What follows belongs to an exercise in optimizing a design on an open flow for small area, a short achievable clock period and few clock cycles per item; a production flow would make more cautious choices. Function was checked by simulation only, so behaviour that the tests miss may differ from the original. Power figures rest on the tool's default switching activity, not on a simulated workload.

### design.v
module JAM #(parameter Q = 1) (
input CLK,
input RST,
output reg [2:0] W,
output reg [2:0] J,
input [6:0] Cost,
output [3:0] MatchCount,
output [9:0] MinCost,
output reg Valid );
localparam P = 1 << Q;
localparam K_NONE = 3'd0, K_CR = 3'd1, K_INIT = 3'd2, K_H = 3'd3, K_SCAN = 3'd4, K_EXT = 3'd5;
localparam S_CR = 4'd0, S_WCR = 4'd1, S_INIT = 4'd2, S_WROW = 4'd3, S_SCAN = 4'd4,
           S_EXT = 4'd5, S_WEXT = 4'd6, S_RY = 4'd8, S_RYW = 4'd9, S_DONE = 4'd10;
function [3:0] pop8;
    input [7:0] x;
    pop8 = x[0] + x[1] + x[2] + x[3] + x[4] + x[5] + x[6] + x[7];
endfunction
function [3:0] mul16;
    input [3:0] a, b;
    reg [7:0] t;
    begin
        t = a * b;
        mul16 = t[3:0];
    end
endfunction
reg [3:0] st;
reg [2:0] ak;           
reg       afirst, alast;
reg [7:0] vsel;         
reg [2:0] bk;           
reg       ev;           
reg [7:0] rowasg;       
reg       aug_on;
reg       s1v;
reg [2:0] bi, bj;
reg       bfirst, blast;
reg [7:0] cs;           
reg [7:0] v [0:7];      
reg [7:0] d [0:7];      
reg [2:0] prow [0:7];   
reg [7:0] pval;         
reg [2:0] way [0:7];    
reg [7:0] wset;         
reg [7:0] ready;
reg [7:0] rv; reg rtb; reg [2:0] rj; reg [7:0] rmask;
reg [7:0] mu; reg [2:0] jst; reg jst_m;
reg [8:0] base;
reg [2:0] js;
reg [2:0] row_cur, aug_row, aug_j;
reg [7:0] pend;
reg [9:0] acc;
reg [7:0] T [0:7];
reg [7:0] Fr, Gp, U0, U1, X;
reg [3:0] racc;
assign MinCost = acc;
assign MatchCount = racc;
wire       is_cr = bk == K_CR, is_init = bk == K_INIT, is_scan = bk == K_SCAN, is_ext = bk == K_EXT;
wire [7:0] dold = d[bj];
wire [9:0] nd = {base[8], base} + {2'b00, cs};
wire       lt = nd[8:0] < {1'b0, dold};
reg  [7:0] cv; reg ctb; reg [2:0] cidx;
always @* begin
    cv = cs; ctb = 1'b0; cidx = bj;
    case (bk)
        K_CR:   begin ctb = rowasg[bi]; cidx = bi; end
        K_INIT: begin ctb = pval[bj]; end
        K_SCAN: begin cv = lt ? nd[7:0] : dold; ctb = pval[bj]; end
        default: ;
    endcase
end
wire       take = bfirst || ({cv, ctb} < {rv, rtb});
wire       same = cv == rv;
wire [7:0] fv = take ? cv : rv;
wire       ftb = take ? ctb : rtb;
wire [2:0] fidx = take ? cidx : rj;
wire [7:0] ohj = 8'd1 << bj;
wire [7:0] fmask = (bfirst || cv < rv) ? ohj : same ? (rmask | ohj) : rmask;
wire       decide = ev && st == S_WROW;
wire       dec_free = decide && !jst_m;
wire       dec_exp = decide && jst_m;
wire       start_next = (ev && st == S_WCR) || dec_free;
wire       any_todo = ~rowasg != 8'd0;
reg  [2:0] next_row;
integer k;
always @* begin
    next_row = 3'd0;
    for (k = 7; k >= 0; k = k - 1)
        if (!rowasg[k]) next_row = k;
end
wire       vu_en = start_next || st == S_INIT || (st == S_EXT && !(W == 3'd7 && J == 3'd7));
wire [2:0] icol = start_next ? 3'd0 : J + 3'd1;
wire [7:0] vnew = ready[icol] ? v[icol] + d[icol] - mu : v[icol];
reg  [2:0] sj;
always @* begin
    sj = 3'd0;
    for (k = 7; k >= 0; k = k - 1)
        if (pend[k]) sj = k;
end
wire [7:0] pend_n = pend & ~(8'd1 << sj);
wire       slast = pend_n == 8'd0;
wire [7:0] Xn = (X - Gp) & Gp;
reg  [7:0] Fc;
always @* begin
    Fc = 8'd0;
    for (k = 0; k < 8; k = k + 1)
        if (T[k] != 8'd0 && (T[k] & (T[k] - 8'd1)) == 8'd0) Fc = Fc | T[k];
end
wire [7:0] Gc = ~Fc;
wire [7:0] u0c = Gc & (~Gc + 8'd1);
wire [7:0] G1 = Gc & ~u0c;
wire [7:0] u0q = (Q >= 1) ? u0c : 8'd0;
wire [7:0] u1c = (Q >= 2) ? (G1 & (~G1 + 8'd1)) : 8'd0;
reg [15:0] pp [0:P-1];
reg        psg [0:P-1];
reg        pv [0:P-1];
genvar g;
generate for (g = 0; g < P; g = g + 1) begin : ry
    wire [7:0] pat = ((g & 1) ? U0 : 8'd0) | ((g & 2) ? U1 : 8'd0);
    wire       ok = !((g & 1) && U0 == 8'd0) && !((g & 2) && U1 == 8'd0);
    wire [7:0] S = Fr | X | pat;
    wire [3:0] r0 = pop8(T[0] & S), r1 = pop8(T[1] & S), r2 = pop8(T[2] & S), r3 = pop8(T[3] & S);
    wire [3:0] r4 = pop8(T[4] & S), r5 = pop8(T[5] & S), r6 = pop8(T[6] & S), r7 = pop8(T[7] & S);
    always @(posedge CLK) begin
        pp[g] <= {mul16(r0, r1), mul16(r2, r3), mul16(r4, r5), mul16(r6, r7)};
        psg[g] <= ^S;
        pv[g] <= ok;
    end
    wire [3:0] prod = mul16(mul16(pp[g][15:12], pp[g][11:8]), mul16(pp[g][7:4], pp[g][3:0]));
    wire [3:0] term = !pv[g] ? 4'd0 : psg[g] ? (4'd0 - prod) : prod;
end endgenerate
wire [3:0] tsum;
generate
    if (P == 1) assign tsum = ry[0].term;
    else if (P == 2) assign tsum = ry[0].term + ry[1].term;
    else assign tsum = ry[0].term + ry[1].term + ry[2].term + ry[3].term;
endgenerate
always @(posedge CLK or posedge RST) begin
    if (RST) begin
        st <= S_CR; W <= 3'd0; J <= 3'd0; ak <= K_CR; afirst <= 1'b1; alast <= 1'b0;
        vsel <= 8'd0; bk <= K_NONE; ev <= 1'b0; rowasg <= 8'd0; aug_on <= 1'b0;
        s1v <= 1'b0; Valid <= 1'b0;
    end else begin
        bk <= ak;
        ev <= blast && ((is_cr && bj == 3'd7) || is_init || is_scan || (is_ext && bi == 3'd7));
        if (is_cr && blast && !ftb) rowasg[fidx] <= 1'b1;
        if (dec_free) aug_on <= wset[jst];
        else if (aug_on) aug_on <= wset[aug_j];
        s1v <= st == S_RY;
        vsel <= vnew;
        case (st)
            S_CR: begin
                if (W == 3'd7 && J == 3'd7) begin
                    st <= S_WCR; ak <= K_NONE;
                end else begin
                    W <= W + 3'd1; if (W == 3'd7) J <= J + 3'd1;
                    ak <= K_CR; afirst <= W == 3'd7; alast <= W == 3'd6;
                end
                vsel <= 8'd0;
            end
            S_INIT: begin
                J <= J + 3'd1; ak <= K_INIT; afirst <= 1'b0; alast <= J == 3'd6;
                if (J == 3'd6) st <= S_WROW;
            end
            S_SCAN: begin
                J <= sj; ak <= K_SCAN; afirst <= ak == K_H; alast <= slast;
                vsel <= v[sj];
                if (slast) st <= S_WROW;
            end
            S_EXT: begin
                if (W == 3'd7 && J == 3'd7) begin
                    st <= S_WEXT; ak <= K_NONE;
                end else begin
                    J <= J + 3'd1; if (J == 3'd7) W <= W + 3'd1;
                    ak <= K_EXT; afirst <= J == 3'd7; alast <= J == 3'd6;
                end
            end
            S_WCR, S_WROW: begin
                ak <= K_NONE;
                if (dec_exp) begin
                    W <= prow[jst]; J <= jst; ak <= K_H; afirst <= 1'b0; alast <= 1'b0;
                    vsel <= v[jst]; st <= S_SCAN;
                end
            end
            S_WEXT: begin
                ak <= K_NONE;
                if (ev) st <= S_RY;
            end
            S_RY: if (Xn == 8'd0) st <= S_RYW;
            S_RYW: begin Valid <= 1'b1; st <= S_DONE; end
            default: ;
        endcase
        if (start_next) begin
            J <= 3'd0; afirst <= 1'b1; alast <= 1'b0;
            if (any_todo) begin
                rowasg[next_row] <= 1'b1; W <= next_row; ak <= K_INIT; st <= S_INIT;
            end else begin
                W <= 3'd0; ak <= K_EXT; st <= S_EXT;
            end
        end
    end
end
always @(posedge CLK) begin
    cs <= {1'b0, Cost} - vsel;
    bi <= W; bj <= J; bfirst <= afirst; blast <= alast;
    if (is_cr || is_init || is_scan || is_ext) begin
        rv <= fv; rtb <= ftb; rj <= fidx; rmask <= fmask;
    end
    if (is_init) d[bj] <= cs;
    if (is_scan && lt) begin
        d[bj] <= nd[7:0]; way[bj] <= js; wset[bj] <= 1'b1;
    end
    if (bk == K_H) base <= {1'b0, mu} - {1'b0, cs};
    if (blast && (is_init || is_scan)) begin
        mu <= fv; jst <= fidx; jst_m <= ftb;
    end
    if (blast && is_cr) begin
        v[bj] <= fv; prow[bj] <= fidx; pval[bj] <= ~ftb;
        acc <= (bj == 3'd0 ? 10'd0 : acc) + {2'b00, fv};
    end
    if (blast && is_ext) T[bi] <= fmask;
    if (st == S_CR) ready <= 8'd0;
    if (vu_en) begin
        v[icol] <= vnew;
        if (icol == 3'd7) begin
            ready <= 8'd0;
            if (st == S_INIT) wset <= 8'd0;
        end
    end
    if (dec_exp) begin
        ready[jst] <= 1'b1; js <= jst;
        pend <= ~ready & ~(8'd1 << jst);
    end
    if (st == S_SCAN) pend <= pend_n;
    if (start_next && any_todo) row_cur <= next_row;
    if (dec_free) begin
        acc <= acc + {2'b00, mu};
        prow[jst] <= wset[jst] ? prow[way[jst]] : row_cur; pval[jst] <= 1'b1;
        aug_j <= way[jst]; aug_row <= row_cur;
    end else if (aug_on) begin
        prow[aug_j] <= wset[aug_j] ? prow[way[aug_j]] : aug_row;
        aug_j <= way[aug_j];
    end
    if (st == S_WEXT) begin
        Fr <= Fc; Gp <= Gc & ~u0q & ~u1c; U0 <= u0q; U1 <= u1c; X <= 8'd0; racc <= 4'd0;
    end
    if (st == S_RY) X <= Xn;
    if (s1v) racc <= racc + tsum;
end
endmodule
### run.sh
#!/bin/bash
# synth_recipe.tcl (not shown) runs the flow's synth.tcl, then flattens the netlist and writes it again
# the make line also repeats each setting of config.mk as NAME=value (left out here)
make -C /OpenROAD-flow-scripts/flow DESIGN_CONFIG=/design/flow/config.mk WORK_HOME=/design/flow/orfs CLKGATE_MAP_FILE= SYNTH_SCRIPT=/design/flow/synth_recipe.tcl finish
### config.mk
export PLATFORM = sky130hd
export DESIGN_NAME = JAM
export DESIGN_NICKNAME = JAM
export VERILOG_FILES = /design/flow/design.v
export SDC_FILE = /design/flow/constraint.sdc
export NUM_CORES = 4
export LEC_CHECK = 0
export CAP_MARGIN = 20
export CORE_MARGIN = 2
export CORE_UTILIZATION = 40
export SLEW_MARGIN = 20
### constraint.sdc
create_clock -name core_clock -period 5.0 [get_ports {CLK}]
set_input_delay 1.0000 -clock core_clock [delete_from_list [all_inputs] [get_ports {CLK}]]
set_output_delay 1.0000 -clock core_clock [all_outputs]
set_load 0.01 [all_outputs]
==> results.txt, run 1 <==
=================================================================================
Result of the run                                                    complete, but fails checks
Layout check fault list                                              negative setup slack
Vertical die dimension                                                     285 um
PnR Total Power                                                          0.0101 W
# DRC                                                                           0
Fin area                                                              37,900 um^2
Final core utilization                                                      0.482
Area added between synthesis and finish                                     19.8%
Synthesized instance count                                                  3,052
Number of nets with antenna violations after routing                            0
Final weighted congestion of routability-driven global placement            0.942
Detailed Route WL                                                          100 mm
Kind of capture point of the worst setup path                           flip-flop
Clock latency of the later-clocked register in the worst-skew pair         610 ps
Area of the die                                                       81,300 um^2
Fraction of final layout cells sized beyond drive strength 1                0.199
Sequential area share after synthesis                                       0.409
Half-perimeter wire length after placement                                76.1 mm
Wire length of the first global-routing pass                               151 mm
Flip-flop and latch count after synthesis                                     464
Clock slew seen by the registers of the worst setup and hold paths          60 ps
Warning count from the yosys run                                                4
Synth Cell Area                                                       31,600 um^2
Static leakage                                                            15.3 nW
Layout filler cell count                                                    7,270
Max-Cap Viols                                                                   0
Maximum number of pins on one net before global-route repair                   39
Final Hold Viols                                                                0
Initial drt markers                                                         2,414
Buffer depth of the longest clock path                                          3
Async S/R FF share, synth                                                  0.0819
Largest fanout on the critical path                                             7
Final Worst Setup Slack                                                  -1380 ps
Placeable core area                                                   78,600 um^2
Hold Crit Class                                                        reg -> reg
Area contributors post-synth                                         edfxtp_1 33%, ha_1 8.0%, dfxtp_1 5.1%
Number of clock sinks                                                         464
Starting utilization of the core area                                       0.402
Slowest library cell on the worst path                                   edfxtp_1
CTS HTree Levels                                                                2
Bufs and invs on worst path                                                     7
Initial antenna violation count                                                 1
Chip Width                                                                 285 um
Clock tree from TritonCTS                                                     yes
Flip-flop and latch area                                              12,900 um^2
Top FF cell, synth                                                       edfxtp_1
Post-Place Setup Slack                                                   -1420 ps
Number of library cell types mapped by synthesis                              111
CP peak stage delay                                                        360 ps
Area post-placement                                                   35,100 um^2
Required time of the worst setup path                                     5360 ps
CP startpoint kind                                                      flip-flop
Number of setup violations in the final report                                209
Clock tree root driver cell                                             clkbuf_16
Most frequent cells after synthesis                                  393 x nand2_1, 345 x edfxtp_1, 212 x nor2_1, 202 x ha_1, 187 x inv_1
Total power divided by cell area                                      266 nW/um^2
Number of placed I/O pins                                                      30
Row count                                                                     103
Maximum clock rate                                                        157 MHz
Tightest Pin Transition                                                   1130 ps
Post-cts hold buffer count                                                      0
Count of input and output buffers                                              29
Crit path max-delay family                                           compound AO/OA/AOI/OAI gates
ANT cells                                                                       0
Area of the multi-input gates                                         18,300 um^2
Global-route total usage across every layer                                 0.242
Router iterations before antenna repair                                         7
Remaining max-slew budget at the tightest pin                               0.247
Via count normalized by instance count                                       5.69
Worst Skew                                                                23.6 ps
Post-synthesis average cell area                                        10.4 um^2
Maximum resistive drop on vdd                                          0.000276 V
Number of buffers added by the clock tree synthesis step                       51
Wire per inst                                                             22.7 um
Via Count                                                                  25,200
Total negative setup slack                                             -57,940 ps
CP Data Arrival Time                                                      6730 ps
RSZ-0062 raised after global routing                                          yes
Aggregate global routing overflow                                               0
Number of max-slew violations in the final report                               0
Top cell type's share of synthesized area                                   0.328
Class of the most critical setup path                                  reg -> reg
Top cell type by total area after synthesis                              edfxtp_1
Final critical path time including I/O delays and setup                   6380 ps
Synthesized Nets                                                            3,343
Most frequently used cell type in the post-synthesis netlist              nand2_1
Number of nets at the end of the flow                                       3,627
Part of the cycle the worst path needs                                       1.28
EDFF count, synth                                                             345
Via count of the first global-routing pass                                 25,100
=================================================================================
[power breakdown]
| group | switching [W] | leakage, nW | internal (W) |
|---|---|---|---|
| Sequential | 0.000181 | 4.30 | 0.00434 |
| Clock | 0.00167 | 0.877 | 0.00242 |
| Combinational | 0.000716 | 10.2 | 0.000760 |
| Total | 0.00257 | 15.3 | 0.00753 |
[cell type report]
class,count,area share
Tap cell,1050,0.0347
Timing Repair Buffer,344,0.0745
Multi-Input combinational cell,2286,0.483
Inverter,189,0.0187
Clock buffer,64,0.0383
Clock inverter,31,0.00938
Sequential cell,464,0.341
[final timing paths]
check	start	end	slack, ps	cells past startpoint
worst max register to register	base[0]	acc[8]	-1380	36
max in group asynchronous	RST	rowasg[0]	3420	2
worst min-delay path	alast	blast	380	0
min in group asynchronous	RST	Valid	960	2
worst max-delay path	base[0]	acc[8]	-1380	36
worst min register to register	alast	blast	380	0
[timing repair]
action                                  in CTS  in global routing
resized for setup                           45                112
buffers inserted                            13                 18
cloned                                       0                  1
endpoints found under the hold margin        0                  0
endpoints found under the setup margin     217                224
pin swaps                                   20                 51
[cells by family (layout without fill, tap and decap cells)]
logic type,after synthesis,count (layout),share of synthesized area
AND/OR/NAND/NOR,1075,1075,0.166
buffers and inverters,302,628,0.0378
AO/OA/AOI/OAI,579,579,0.124
adder cells (fa/ha/maj),285,285,0.132
XOR/XNOR,167,167,0.0478
multiplexers,180,180,0.0842
flip-flops,464,464,0.409
[routing by layer]
metal | vias up | part of all wire | GRT usage
met5 | - | 0 | 0
met4 | 0 | 0.048 | 0.105
met3 | 276 | 0.065 | 0.0355
met2 | 977 | 0.49 | 0.421
met1 | 12300 | 0.39 | 0.297
li1 | 11700 | - | -
[per-stage QoR]
stage | hold slack, ps | std cells
after detailed placement | 369 | 4303
after CTS | 385 | 4411
after global routing | 397 | 4428
after floorplan | 347 | 3052
final | 383 | 4428
after global placement | 362 | 4303
[flip-flops by register name (all words and copies together) (netlist names), 9 cells and up, named ones only]
register  flops
T            64
v            64
acc          10
way          24
pp           32
base          9
d            64
prow         24
[worst register-to-register path, delay by kind of cell, from the launching register on]
| kind | cells | cell delay, ps |
|---|---|---|
| AO/OA/AOI/OAI | 14 | 2590 |
| AND/OR/NAND/NOR | 10 | 1320 |
| adder cells (fa/ha/maj) | 5 | 1170 |
| buffers and inverters | 7 | 680 |
| flip-flops | 1 | 360 |
[placed cells by master, fill, tap and decap left out, types with 36 or more instances in the layout]
cell type and count:
a21oi_1 129, and2_1 80, buf_4 291, clkbuf_16 56
dfrtp_1 36, dfxtp_1 78, edfxtp_1 345, fa_1 77
ha_1 180, inv_1 180, mux2i_1 81, mux4_2 59
nand2_1 386, nand3_1 60, nor2_1 210, nor2b_1 86
nor3_1 37, o21ai_0 94, xnor2_1 87, xor2_1 69
Testbench counts, summed over its fixed seeds: cycles 5,795, items 24.
==> run 2, diff against run 1 <==
--- a/design.v
+++ b/design.v
@@ -1,2 +1,2 @@
-module JAM #(parameter Q = 1) (
+module JAM #(parameter Q = 2) (
 input CLK,
==> run 2 against run 1 <==
Net effect:
- the layout still fails its checks (negative setup slack)
- register-to-register slack lost 680 ps
- first-iteration DRC count increased by 13%
- sequential power grew 6.6%
- combinational power hardly changed
- worst setup slack lost 680 ps
- power rose by 6.4%
- non-clock buffer count grew 116
- routed wire length rose by 23%
- critical path depth shrank 1
- critical endpoint is now acc[9]
==> results.txt, run 2 <==
=================================================================================
Result of the run                                                    complete, but fails checks
Layout check fault list                                              negative setup slack
ANT cells                                                                       0
Number of nets at the end of the flow                                       4,677
Synthesized instance count                                                  3,826
CP startpoint kind                                                      flip-flop
Wire length of the first global-routing pass                               188 mm
Most frequently used cell type in the post-synthesis netlist              nand2_1
Clock latency of the later-clocked register in the worst-skew pair         670 ps
Number of max-slew violations in the final report                               0
Number of setup violations in the final report                                227
Max-Cap Viols                                                                   0
Router iterations before antenna repair                                         6
Most frequent cells after synthesis                                  491 x nand2_1, 350 x edfxtp_1, 310 x ha_1, 278 x inv_1, 214 x nor2_1
Maximum resistive drop on vdd                                          0.000250 V
CP Data Arrival Time                                                      7470 ps
Fraction of final layout cells sized beyond drive strength 1                0.205
Clock tree root driver cell                                             clkbuf_16
Initial antenna violation count                                                 2
Total negative setup slack                                            -126,880 ps
Top cell type's share of synthesized area                                   0.274
Async S/R FF share, synth                                                  0.0752
Maximum clock rate                                                        142 MHz
Final critical path time including I/O delays and setup                   7050 ps
Area of the die                                                       98,400 um^2
Final weighted congestion of routability-driven global placement            0.999
Kind of capture point of the worst setup path                           flip-flop
Static leakage                                                            19.8 nW
Fin area                                                              46,300 um^2
Slowest library cell on the worst path                                   a2111o_1
CTS HTree Levels                                                                2
Via count normalized by instance count                                       5.60
RSZ-0062 raised after global routing                                          yes
Hold Crit Class                                                        reg -> reg
Most used cells in the layout excluding fill and tap cells           488 x nand2_1, 387 x buf_4, 350 x edfxtp_1
Beginning of the worst register-to-register path                          base[1]
Number of library cell types mapped by synthesis                              114
Buffer depth of the longest clock path                                          3
Vertical die dimension                                                     314 um
Flip-flop and latch count after synthesis                                     505
Via count of the first global-routing pass                                 31,100
CP peak stage delay                                                        470 ps
Starting utilization of the core area                                       0.404
Top cell type by total area after synthesis                              edfxtp_1
Clock slew seen by the registers of the worst setup and hold paths          60 ps
Half-perimeter wire length after placement                                93.4 mm
Final Worst Setup Slack                                                  -2050 ps
Synth Cell Area                                                       38,400 um^2
Number of clock sinks                                                         505
Tightest Pin Transition                                                   1150 ps
Count of input and output buffers                                              29
EDFF count, synth                                                             350
Post-Place Setup Slack                                                   -2140 ps
Number of placed I/O pins                                                      30
Required time of the worst setup path                                     5420 ps
Post-synthesis average cell area                                        10.0 um^2
Area post-placement                                                   42,800 um^2
Maximum number of pins on one net before global-route repair                   39
Detailed Route WL                                                          124 mm
Post-cts hold buffer count                                                      0
Class of the most critical setup path                                  reg -> reg
Global-route total usage across every layer                                 0.251
Aggregate global routing overflow                                               0
Row count                                                                     113
CP Launch Point                                                           base[1]
Synthesized Nets                                                            4,293
Number of buffers added by the clock tree synthesis step                       57
# DRC                                                                           0
Area contributors post-synth                                         edfxtp_1 27%, ha_1 10%, fa_1 7.7%
Worst Skew                                                                48.0 ps
Wire per inst                                                             22.4 um
Total power divided by cell area                                      232 nW/um^2
Chip Width                                                                 314 um
Most common cell after layout, fill and taps aside                        nand2_1
Final Hold Viols                                                                0
Placeable core area                                                   95,000 um^2
Largest fanout on the critical path                                             7
Clock tree from TritonCTS                                                     yes
Top FF cell, synth                                                       edfxtp_1
Sequential area share after synthesis                                       0.360
Origin of the worst min-delay path                                          alast
Number of nets with antenna violations after routing                            0
Part of the cycle the worst path needs                                       1.41
Via Count                                                                  30,900
Warning count from the yosys run                                                4
Initial drt markers                                                         2,726
Cell seen most often among critical-path stages                            a21o_1
Worst Hold Slack                                                           390 ps
Area added between synthesis and finish                                     20.5%
PnR Total Power                                                          0.0107 W
Remaining max-slew budget at the tightest pin                               0.227
=================================================================================
## run 2: cell type report
| cell class | count | area (um^2) |
|---|---|---|
| clock buffers | 73 | 1550 |
| repair buffers | 460 | 3770 |
| multi-input cells | 2901 | 24100 |
| clock inverters | 35 | 408 |
| well taps | 1265 | 1580 |
| fillers | 8790 | 48800 |
| flip-flops and latches | 505 | 13800 |
| inverters | 285 | 1070 |
## run 2: cell families after synthesis
group	count (synthesis)	share of synthesized area
AND/OR/NAND/NOR	1359	0.177
AO/OA/AOI/OAI	617	0.109
flip-flops	505	0.360
adder cells (fa/ha/maj)	465	0.180
buffers and inverters	427	0.0444
XOR/XNOR	281	0.0661
multiplexers	172	0.0636
## run 2: per-stage QoR
| stage | instances | utilization |
|---|---|---|
| final | 5524 | 0.487 |
| after floorplan | 3826 | - |
| after global routing | 5524 | 0.487 |
| after global placement | 5343 | 0.450 |
| after CTS | 5519 | 0.485 |
| after detailed placement | 5343 | 0.450 |
## run 2: worst max-delay path, delay by kind of cell (launching register included)
family | cells | cell delay [ps]
buf+inv | 3 | 440
simple gates | 7 | 940
compound gates | 20 | 3840
mux | 1 | 330
flops | 1 | 380
fa+ha+maj | 4 | 900
## run 2: final timing paths
kind | endpoint | slack, ps | cells after the start
worst max register to register | acc[9] | -2050 | 35
worst min-delay path | blast | 390 | 0
worst max-delay path | acc[9] | -2050 | 35
worst min register to register | blast | 390 | 0
min in group asynchronous | s1v | 800 | 3
max in group asynchronous | bk[2] | 3770 | 3
## run 2: report_power, final
part / total [W] / internal [W] / switching [W]
combinational: 0.00147 / 0.000774 / 0.000696
clock: 0.00444 / 0.00256 / 0.00188
sequential: 0.00483 / 0.00467 / 0.000161
## run 2: timing repair
action | CTS | global route
endpoints found under the setup margin | 229 | 232
pin swaps | 187 | 48
cloned | 9 | 0
buffers inserted | 61 | 9
endpoints found under the hold margin | 0 | 0
resized for setup | 207 | 22
## run 2: layer usage
| metal | GRT usage | vias to the layer above | share of wire |
|---|---|---|---|
| li1 | - | 14300 | - |
| met1 | 0.327 | 15200 | 0.41 |
| met2 | 0.416 | 1237 | 0.47 |
| met3 | 0.0410 | 271 | 0.075 |
| met4 | 0.0992 | 2 | 0.043 |
| met5 | 0 | - | 0.00010 |
Testbench counts of run 2, summed over its fixed seeds: cycles 5,155, items 24.

what the ideal ports hide:
In the flow no input, the clock included, has a driving cell. The finished layouts below were timed again as built, in two steps.
Step 1, drivers: a clkbuf_16 drives CLK and a buf_2 each remaining input, both assumed.
Step 2 also shifts input and output timing later by t, the mid clock arrival at the registers, as if the neighbouring blocks saw the same clock.
a / b / c = ideal ports / drivers / drivers and shift; a / b = the first two.
run	t (ns)	slack for setup (ns)	worst register clock-pin slew, ns	worst data-port slew with drivers (ns)	pins driven straight from the clock port
run 1	0.667	-1.375 / -1.375 / -1.375	0.07 / 0.07	0.06	1
run 2	0.712	-2.052 / -2.052 / -2.052	0.07 / 0.07	0.04	1
